Context: an optimization exercise on an open-source flow, tuned for small area. The choices shown serve that exercise and are no tape-out recipe. Function was checked by simulation only, so behaviour that the tests miss may differ from the original.

Setup of the reference run:
// CC
module CC(
           clk,
           rst_n,
           in_valid,
           mode,
           xi,
           yi,
           out_valid,
           xo,
           yo
       );
Size: roughly 990 cells after synthesis, ~130 flip-flops, roughly 38 I/O pins, ~8600 um^2 of cells after synthesis.
clock: 50.0 ns
lec_check: 0
cap_margin: 20
core_margin: 2
core_utilization: 40
cts_buf_list: sky130_fd_sc_hd__clkbuf_8
place_density: 0.6
slew_margin: 20
standard.sh (not shown) runs the stock make flow with config.mk's settings and CLKGATE_MAP_FILE= SYNTH_SCRIPT=/design/flow/synth_recipe.tcl, a recipe that flattens the netlist after the stock synthesis.
==> flow/flow/run.sh <==
#!/bin/bash
export CTS_ARGS="-repair_clock_nets -dont_use_dummy_load -buf_list sky130_fd_sc_hd__clkbuf_8"
export BUFFER_PORTS_ARGS="-buffer_cell sky130_fd_sc_hd__buf_1"
bash standard.sh > standard.log 2>&1
Relative to the reference run, the following input files were edited for the trial run:
==> flow/flow/run.sh <==
#!/bin/bash
export CTS_ARGS="-sink_clustering_enable -repair_clock_nets -dont_use_dummy_load -buf_list {sky130_fd_sc_hd__clkbuf_4 sky130_fd_sc_hd__clkbuf_8}"
export BUFFER_PORTS_ARGS="-buffer_cell sky130_fd_sc_hd__buf_1"
bash standard.sh > standard.log 2>&1
==> comparison <==
Comparing the reference run against the trial run, there is no change at all in met1 routed wirelength after detailed routing. Every stage of the flow completed for the trial run, and the final layout passed the timing, design-rule and antenna checks. Changes observed in the trial run relative to the reference run: total of hold buffers inserted after clock tree synthesis now sits at about the same level; critical path required time now sits at about the same level; filler cell count in the final layout level; count of clock buffers in the final design now sits at about the same level. Wire length came out exactly the same in the reference run and the trial run. Reported for the reference run and the trial run, cell area turned out identical to the last digit.


the previous run:
Starting RTL as in the previous note.
## CC
module CC(
           clk,
           rst_n,
           in_valid,
           mode,
           xi,
           yi,
           out_valid,
           xo,
           yo
       );
input               clk, rst_n, in_valid;
input       [1:0]   mode;
input       [7:0]   xi, yi;
output              out_valid;
output      [7:0]   xo, yo;
localparam S_IDLE = 3'd0;
localparam S_CAP  = 3'd1;
localparam S_DIV  = 3'd2;
localparam S_RUN  = 3'd3;
localparam S_MUL  = 3'd4;
localparam S_OUT  = 3'd5;
reg [2:0] st;
reg [1:0] op;
reg [4:0] cnt;
reg [1:0] md;
reg       valid;
reg       gneg;
reg       first;
reg       ph;
reg [7:0] X, Y, YU;
reg [7:0] AX, AR, AE, BX, BR;
reg [8:0] BE;           
reg [12:0] AQ, BQ, DY;
wire [15:0] ACC = {YU, Y};
assign out_valid = valid;
assign xo = X;
assign yo = Y & {8{valid}};
function [16:0] rca;
    input [15:0] a, b;
    input        cin;
    integer k;
    reg c;
    begin
        c = cin;
  ...
export LEC_CHECK = 0
export CAP_MARGIN = 20
export CORE_MARGIN = 2
export CORE_UTILIZATION = 40
export CTS_BUF_LIST = sky130_fd_sc_hd__clkbuf_8
export PLACE_DENSITY = 0.6
export SLEW_MARGIN = 20
create_clock -name core_clock -period 50.0 [get_ports {clk}]
==> flow/flow/run.sh <==
#!/bin/bash
export CTS_ARGS="-sink_clustering_enable -repair_clock_nets -dont_use_dummy_load -buf_list sky130_fd_sc_hd__clkbuf_8 -sink_clustering_size 24 -sink_clustering_max_diameter 80 -sink_clustering_levels 1"
export BUFFER_PORTS_ARGS="-buffer_cell sky130_fd_sc_hd__buf_1"
bash standard.sh > standard.log 2>&1
The final layout from the previous run, which completed every stage, passed the timing, design-rule and antenna checks at the end of the flow.
What the current run does differently from the previous run at the input level:
- GPL_ROUTABILITY_DRIVEN: unset -> 0
==> flow/flow/run.sh <==
#!/bin/bash
export CTS_ARGS="-sink_clustering_enable -repair_clock_nets -dont_use_dummy_load -buf_list sky130_fd_sc_hd__clkbuf_8"
export BUFFER_PORTS_ARGS="-buffer_cell sky130_fd_sc_hd__buf_1"
bash standard.sh > standard.log 2>&1
## What came out
Changes observed in the current run relative to the previous run: global router's overall resource usage decreased 0.26 points, number of cells on the worst hold path essentially unchanged. Against the previous run, the current run reports a fraction of the cycle the final worst path needs that is higher. Final worst-path setup slack delta (the current run − the previous run): unfavourable. Fmax, the previous run and the current run, lower one = the current run.

## static timing again, ports no longer ideal
No port has a modelled driver above. Below, the same layouts with a new extraction and two added sets of constraints.
Step 1, drivers: a clkbuf_16 drives clk and a buf_2 each remaining input, both assumed.
Step 2 also shifts input and output timing later by t, the mid clock arrival at the registers, as if the neighbouring blocks saw the same clock.
Three values: no drivers, after step 1, after step 2; two values: the first two.
| run | t (ns) | slack for setup (ns) | hold WS [ns] | worst slew at a driven data input, ns |
|---|---|---|---|---|
| the reference run | 0.495 | 31.216 / 31.240 / 30.744 | 0.461 / 0.461 / 0.461 | 0.04 |
| the trial run | 0.495 | 31.216 / 31.240 / 30.744 | 0.461 / 0.461 / 0.461 | 0.04 |
| the previous run | 0.495 | 31.216 / 31.240 / 30.744 | 0.461 / 0.461 / 0.461 | 0.04 |
| the current run | 0.506 | 30.369 / 30.391 / 29.885 | 0.457 / 0.457 / 0.457 | 0.04 |
After both steps every run listed still meets setup and hold. The setup slack of the current run, which loses most, moves by +0.022 ns with the drivers and by -0.484 ns with both steps.
